From an optimization exercise on the open Yosys and OpenROAD flow, aimed at small area, a short achievable clock period and few clock cycles per item; shortcuts taken in it are not production practice. The RTL was checked by simulation tests, not by an equivalence proof against the original design. Power and IR drop assume default switching activity.

Setup of job 7517:
==> flow/design.v <==
`timescale 1 ns / 1 ps
module subFloat64Sigs (
        ap_clk,
        ap_rst,
        ap_start,
        ap_done,
        ap_idle,
        ap_ready,
        a,
        b,
        zSign,
        ap_return
);
input   ap_clk;
input   ap_rst;
input   ap_start;
output   ap_done;
output   ap_idle;
output   ap_ready;
input  [63:0] a;
input  [63:0] b;
input  [0:0] zSign;
output  [63:0] ap_return;
integer k;
reg slow;
reg [54:2] Zreg;
reg [10:0] eXreg;
reg negReg;
wire [10:0] ea = a[62:52];
wire [10:0] eb = b[62:52];
wire [51:0] fa = a[51:0];
wire [51:0] fb = b[51:0];
wire aMax = &ea;
wire bMax = &eb;
wire aFz  = ~|fa;
wire bFz  = ~|fb;
wire aNaN = aMax & ~aFz;
wire bNaN = bMax & ~bFz;
wire aSNaN = aNaN & ~fa[51];
wire bSNaN = bNaN & ~fb[51];
wire aInf = aMax & aFz;
wire bInf = bMax & bFz;
reg [63:0] special;
always @(*) begin
    if (bSNaN | (bNaN & ~aSNaN))
        special = b | 64'h0008_0000_0000_0000;
    else if (aNaN)
        special = a | 64'h0008_0000_0000_0000;
    else if (aInf & bInf)
        special = 64'h7FFF_FFFF_FFFF_FFFF;
    else if (aInf)
        special = a;
    else
        special = {~zSign, 11'h7FF, 52'd0};
end
wire isSpecial = aMax | bMax;
wire za = ~|ea;
wire zb = ~|eb;
wire [10:0] eaE = {ea[10:1], ea[0] | za};
wire [10:0] ebE = {eb[10:1], eb[0] | zb};
wire [52:0] mA = {~za, fa};
wire [52:0] mB = {~zb, fb};
wire [11:0] dab = {1'b0, ea} - {1'b0, eb};
wire [11:0] dba = {1'b0, eb} - {1'b0, ea};
wire [10:0] dAbs = dab[11] ? dba[10:0] : dab[10:0];
wire swap = dab[11];
wire [52:0] mX = swap ? mB : mA;
wire [10:0] eX = swap ? ebE : eaE;
wire eXis1 = eX == 11'd1;
wire [55:0] Zfull = {1'b0, Zreg, 2'b00};
wire [10:0] limN = eXreg - 11'd1;
reg  [55:0] Zl;
always @(*) begin
    for (k = 0; k < 56; k = k + 1)
        Zl[k] = Zfull[k] | (limN == 55 - k);
end
wire [63:0] lzIn = {Zl, 8'hFF};
wire [127:0] LV;                  
wire [64*6-1:0] LC;               
assign LV[63:0] = lzIn;
genvar q, r;
generate
    for (q = 1; q <= 6; q = q + 1) begin : lzl
        for (r = 0; r < (64 >> q); r = r + 1) begin : lzg
            localparam integer VI = 128 - (128 >> (q - 1));    
            localparam integer VO = 128 - (128 >> q);          
            wire vh = LV[VI + 2*r + 1];
            wire vl = LV[VI + 2*r];
            assign LV[VO + r] = vh | vl;
            if (q == 1) begin : first
                assign LC[r] = ~vh;
            end else begin : later
                wire [q-2:0] ch = LC[64*(q-2) + (2*r+1)*(q-1) +: (q-1)];
                wire [q-2:0] cl = LC[64*(q-2) + (2*r)*(q-1) +: (q-1)];
                assign LC[64*(q-1) + r*q +: q] = vh ? {1'b0, ch} : {1'b1, cl};
            end
        end
    end
endgenerate
wire [5:0] sN = LC[64*5 +: 6];
wire zX = swap ? zb : za;
wire zY = swap ? za : zb;
wire [51:0] fY = swap ? fa : fb;
wire [55:0] YwF = (zY & ~zX) ? {fY, 4'b0000} : {~zY, fY, 3'b000};
reg  [55:0] YwS;
always @(*) begin
    for (k = 0; k < 56; k = k + 1)
        YwS[k] = Zfull[55 - k];
end
wire [55:0] Yw = slow ? YwS : YwF;
wire bigSh = ~slow & (|dAbs[10:6]);
wire [5:0] sh = slow ? sN : dAbs[5:0];
wire [56*7-1:0] ST;
wire [5:0] SO;
assign ST[55:0] = Yw;
genvar m;
generate
    for (m = 0; m < 6; m = m + 1) begin : shs
        assign ST[(m+1)*56 +: 56] = sh[m] ? (ST[m*56 +: 56] >> (1 << m)) : ST[m*56 +: 56];
        assign SO[m] = sh[m] & (|ST[m*56 +: (1 << m)]);
    end
endgenerate
wire [55:0] Ys = bigSh ? 56'd0 : ST[6*56 +: 56];
wire yNZ = swap ? ~(za & aFz) : ~(zb & bFz);
wire sticky = ~slow & (bigSh ? yNZ : (|SO));
wire [55:0] Yal = {Ys[55:1], Ys[0] | sticky};
wire [52:0] Yhi = Yal[55:3];
wire [2:0]  Ylo = Yal[2:0];
wire [52:0] pg = ~(mX ^ Yhi);
wire [52:0] gg = mX & ~Yhi;
wire [53*7-1:0] GK;
wire [53*7-1:0] PK;
assign GK[52:0] = gg;
assign PK[52:0] = pg;
genvar l, i;
generate
    for (l = 0; l < 6; l = l + 1) begin : lv
        for (i = 0; i < 53; i = i + 1) begin : bt
            if ((i >> l) & 1) begin : cmb
                localparam integer J = ((i >> l) << l) - 1;
                assign GK[(l+1)*53+i] = GK[l*53+i] | (PK[l*53+i] & GK[l*53+J]);
                assign PK[(l+1)*53+i] = PK[l*53+i] & PK[l*53+J];
            end else begin : pas
                assign GK[(l+1)*53+i] = GK[l*53+i];
                assign PK[(l+1)*53+i] = PK[l*53+i];
            end
        end
    end
endgenerate
wire [52:0] Gp = GK[6*53 +: 53];
wire [52:0] Pp = PK[6*53 +: 53];
wire [52:0] S  = pg ^ {Gp[51:0], 1'b0};
wire [52:0] S1 = pg ^ {Gp[51:0] | Pp[51:0], 1'b1};
wire cout1 = Gp[52] | Pp[52];
wire nz = |Ylo;
wire [2:0] L = 3'd0 - Ylo;             
wire hi  = nz ? S[52] : S1[52];        
wire u51 = nz ? S[51] : S1[51];        
wire incH = L[2] & (L[1] | L[0] | S[0]);
wire selH = ~nz | incH;
wire incL = L[1] & (L[0] | L[2]);
wire selL = ~nz | (L[2] & incL);
wire ovL = selL & S1[52];
wire [10:0] eXm1 = eX - 11'd1;
wire selU = hi ? selH : selL;
wire [51:0] U = selU ? S1[51:0] : S[51:0];
wire [51:0] fracF = hi ? U : {U[50:0], nz & (L[2] ^ incL)};
wire [10:0] expF = (hi | ovL) ? eX : eXm1;
wire neg = ~nz & ~cout1;
reg  [55:0] N;
always @(*) begin
    for (k = 0; k < 56; k = k + 1)
        N[k] = Ys[55 - k];
end
wire [10:0] eNs = eXreg - {5'd0, sN};
wire [62:0] resSlow = {N[55] ? eNs : 11'd0, N[54:3]};
wire zeroZ = ~|Zreg;
wire fastOK = isSpecial | (~neg & (hi | (u51 & ~eXis1)));
wire ovr = isSpecial | slow;
wire [62:0] ovrVal = isSpecial ? special[62:0] : resSlow;
assign ap_return[63] = isSpecial ? special[63] : (~(slow & zeroZ) & (zSign ^ swap ^ (slow & negReg)));
assign ap_return[62:0] = ovr ? ovrVal : {expF, fracF};
assign ap_ready = ap_start & (slow | fastOK);
assign ap_idle  = ~ap_start;
assign ap_done  = ap_ready | ap_idle;
always @(posedge ap_clk) begin
    if (ap_rst == 1'b1)
        slow <= 1'b0;
    else
        slow <= ap_start & ~slow & ~fastOK;
end
always @(posedge ap_clk) begin
    Zreg <= {(neg ? ~S[51:0] : (nz ? S[51:0] : S1[51:0])), L[2]};
    negReg <= neg;
    eXreg <= eX;
end
endmodule
Settings: LEC_CHECK=0, ABC_AREA=1, CAP_MARGIN=0, CORE_MARGIN=2, CORE_UTILIZATION=35, GPL_TIMING_DRIVEN=0, SETUP_SLACK_MARGIN=0.2, SLEW_MARGIN=0; clock period 10.0 ns.
standard.sh (not shown) runs the stock make flow with config.mk's settings and CLKGATE_MAP_FILE= SYNTH_SCRIPT=/design/flow/synth_recipe.tcl, a recipe that flattens the netlist after the stock synthesis.
==> flow/flow/run.sh <==
#!/bin/bash
# The standard layout (standard.sh) with these changes:
# - adders are not mapped to the library's full/half-adder cells before ABC,
#   so ABC can restructure the carry logic;
# - port buffers are plain buffers (buf_1, upsized by the resizer where timing needs it) instead of delay cells;
# - the resizer may change a cell's footprint when it resizes.
# make's output goes to flow_make.log; each ORFS step logs under orfs/logs.
set -euo pipefail
bash standard.sh ADDER_MAP_FILE= "BUFFER_PORTS_ARGS=-buffer_cell sky130_fd_sc_hd__buf_1" MATCH_CELL_FOOTPRINT=0 finish > flow_make.log 2>&1
[flow] job 7517 | stages: complete | final checks: fail | reason: capacitance limit
Testbench counts of job 7517, summed over its fixed seeds: cycles 2,448, items 2,400.
Input changes introduced in job 1115 (baseline for comparison: job 7517):
# job 7517
export LEC_CHECK = 0
export ABC_AREA = 1
export CAP_MARGIN = 0
export CORE_MARGIN = 2
export CORE_UTILIZATION = 35
export GPL_TIMING_DRIVEN = 0
export SETUP_SLACK_MARGIN = 0.2
export SLEW_MARGIN = 0
create_clock -name core_clock -period 10.0 [get_ports {ap_clk}]
# job 1115
export LEC_CHECK = 0
export ABC_AREA = 1
export CAP_MARGIN = 20
export CORE_MARGIN = 2
export CORE_UTILIZATION = 35
export GPL_TIMING_DRIVEN = 0
export SETUP_SLACK_MARGIN = 0.3
export SLEW_MARGIN = 20
create_clock -name core_clock -period 10.0 [get_ports {ap_clk}]
-- flow/flow/run.sh --
<<< job 7517, line 5
# - port buffers are plain buffers (buf_1, upsized by the resizer where timing needs it) instead of delay cells;
>>> job 1115, line 5
# - port buffers are plain buffers (buf_4) instead of delay cells;
<<< job 7517, line 9
bash standard.sh ADDER_MAP_FILE= "BUFFER_PORTS_ARGS=-buffer_cell sky130_fd_sc_hd__buf_1" MATCH_CELL_FOOTPRINT=0 finish > flow_make.log 2>&1
>>> job 1115, line 9
bash standard.sh ADDER_MAP_FILE= "BUFFER_PORTS_ARGS=-buffer_cell sky130_fd_sc_hd__buf_4" MATCH_CELL_FOOTPRINT=0 finish > flow_make.log 2>&1
==> comparison <==
Job 1115 completed end to end with timing, DRC and antenna clean. Job 1115 ends up with a clock share of power that is 0.3 points higher than in job 7517. Diff job 1115..job 7517 | number of I/O port buffers | unchanged. Relative to job 7517, the final-report max-slew violation count of job 1115 is lower by 10. From job 7517 to job 1115 the numbers moved as follows: global-route usage up 1.8 points, setup slack after layout rose by 90 ps, final cycle utilization of the critical path has decreased, final standard cell area without fillers saw an increase. When job 1115 is set beside job 7517, its portion of total power attributed to combinational logic turns out to be 0.2 points larger. Total power density per cell area essentially unchanged between job 1115 and job 7517. Looking at overall power of the completed layout, job 1115 sits 5.0% above job 7517.
> inputs changed (job 1115 -> job 676)
# job 1115
export LEC_CHECK = 0
export ABC_AREA = 1
export CAP_MARGIN = 20
export CORE_MARGIN = 2
export CORE_UTILIZATION = 35
export GPL_TIMING_DRIVEN = 0
export SETUP_SLACK_MARGIN = 0.3
export SLEW_MARGIN = 20
create_clock -name core_clock -period 10.0 [get_ports {ap_clk}]
# job 676
export LEC_CHECK = 0
export ABC_AREA = 0
export CAP_MARGIN = 20
export CORE_MARGIN = 2
export CORE_UTILIZATION = 60
export GPL_TIMING_DRIVEN = 0
export SLEW_MARGIN = 20
create_clock -name core_clock -period 10.0 [get_ports {ap_clk}]
Looking only at post-synthesis compound-gate area fraction, and setting everything else aside, the higher value of job 676 and job 1115 goes to job 676.
Number of instances resized during post-cts repair was higher in job 676 than in job 1115.
Among job 676 and job 1115, the run that stopped before the end is job 676, and it is the only one.
Job 676 got as far as global routing, where a tool error ended the run.
On initial cell density of the core: between job 676 and job 1115, it ends up higher for job 676.
Netlist area before placement ended up 0.0022 mm^2 higher on job 676 than on job 1115.
Synthesized cell count went down by more than 10% going from job 1115 to job 676.
Between job 1115 and job 676, the flow reports overall die height decreasing by more than 10%.
Changes in job 3966 relative to job 676:
# job 676
export LEC_CHECK = 0
export ABC_AREA = 0
export CAP_MARGIN = 20
export CORE_MARGIN = 2
export CORE_UTILIZATION = 60
export GPL_TIMING_DRIVEN = 0
export SLEW_MARGIN = 20
create_clock -name core_clock -period 10.0 [get_ports {ap_clk}]
# job 3966
export LEC_CHECK = 0
export ABC_AREA = 1
export CAP_MARGIN = 20
export CORE_MARGIN = 2
export CORE_UTILIZATION = 35
export GPL_TIMING_DRIVEN = 0
export SETUP_SLACK_MARGIN = 0.15
export SLEW_MARGIN = 20
create_clock -name core_clock -period 10.0 [get_ports {ap_clk}]
-- flow/flow/run.sh --
<<< job 676, line 5
# - port buffers are plain buffers (buf_4) instead of delay cells;
>>> job 3966, line 5
# - port buffers are plain buffers (buf_1, upsized by the resizer where timing needs it) instead of delay cells;
<<< job 676, line 9
bash standard.sh ADDER_MAP_FILE= "BUFFER_PORTS_ARGS=-buffer_cell sky130_fd_sc_hd__buf_4" MATCH_CELL_FOOTPRINT=0 finish > flow_make.log 2>&1
>>> job 3966, line 9
bash standard.sh ADDER_MAP_FILE= "BUFFER_PORTS_ARGS=-buffer_cell sky130_fd_sc_hd__buf_1" MATCH_CELL_FOOTPRINT=0 finish > flow_make.log 2>&1
Results
- Taking job 676 as the reference point, the mean area per synthesized cell of job 3966 falls by about 25%.
- Compared with job 676, job 3966 shows part of the Yosys area used for sequential elements higher by 0.66 points.
- [job 3966] synthesized cell count rose 651 relative to job 676
- Job 3966 closes out successfully: all stages finished, all timing, DRC and antenna checks passed.
- Compared with job 676, in job 3966 number of register bits inferred by synthesis shows no meaningful change; fraction of the mapped netlist area in adder cells shows a reduction of 2.3 points; number of distinct library cells after synthesis down 46%.
- Summary: with job 676 as the reference, synthesized netlist net count in job 3966 moved up by more than 10%.
- Job 3966 against job 676: count of placed standard cells including taps went up, standard cell area after detailed placement now sits lower, synthesized area lost 10%.

[afterwards: timing with drivers on the ports]
No port has a modelled driver above. Below, the same layouts with a new extraction and two added sets of constraints.
Step 1: set_driving_cell puts a clkbuf_16 on ap_clk and a buf_2 on each other input, an assumption about the parent block.
Step 2, shift: input delay + t, output delay - t, t = (earliest + latest rising clock arrival at the registers) / 2. This alone moves slack from input paths to output paths.
Slacks: ideal ports / drivers / drivers and shift; pairs: ideal ports / drivers.
run | t, ns | slack for setup (ns) | worst setup path after step 2 | cell pins on the clock port's net
job 7517 | 0.394 | 0.268 / 0.242 / 0.242 | input to output | 1
job 1115 | 0.400 | 0.358 / 0.331 / 0.331 | input to output | 1
job 3966 | 0.395 | 0.245 / 0.219 / 0.219 | input to output | 1
For job 1115, which loses most, drivers alone change the setup slack by -0.027 ns; drivers and shift together by -0.027 ns.
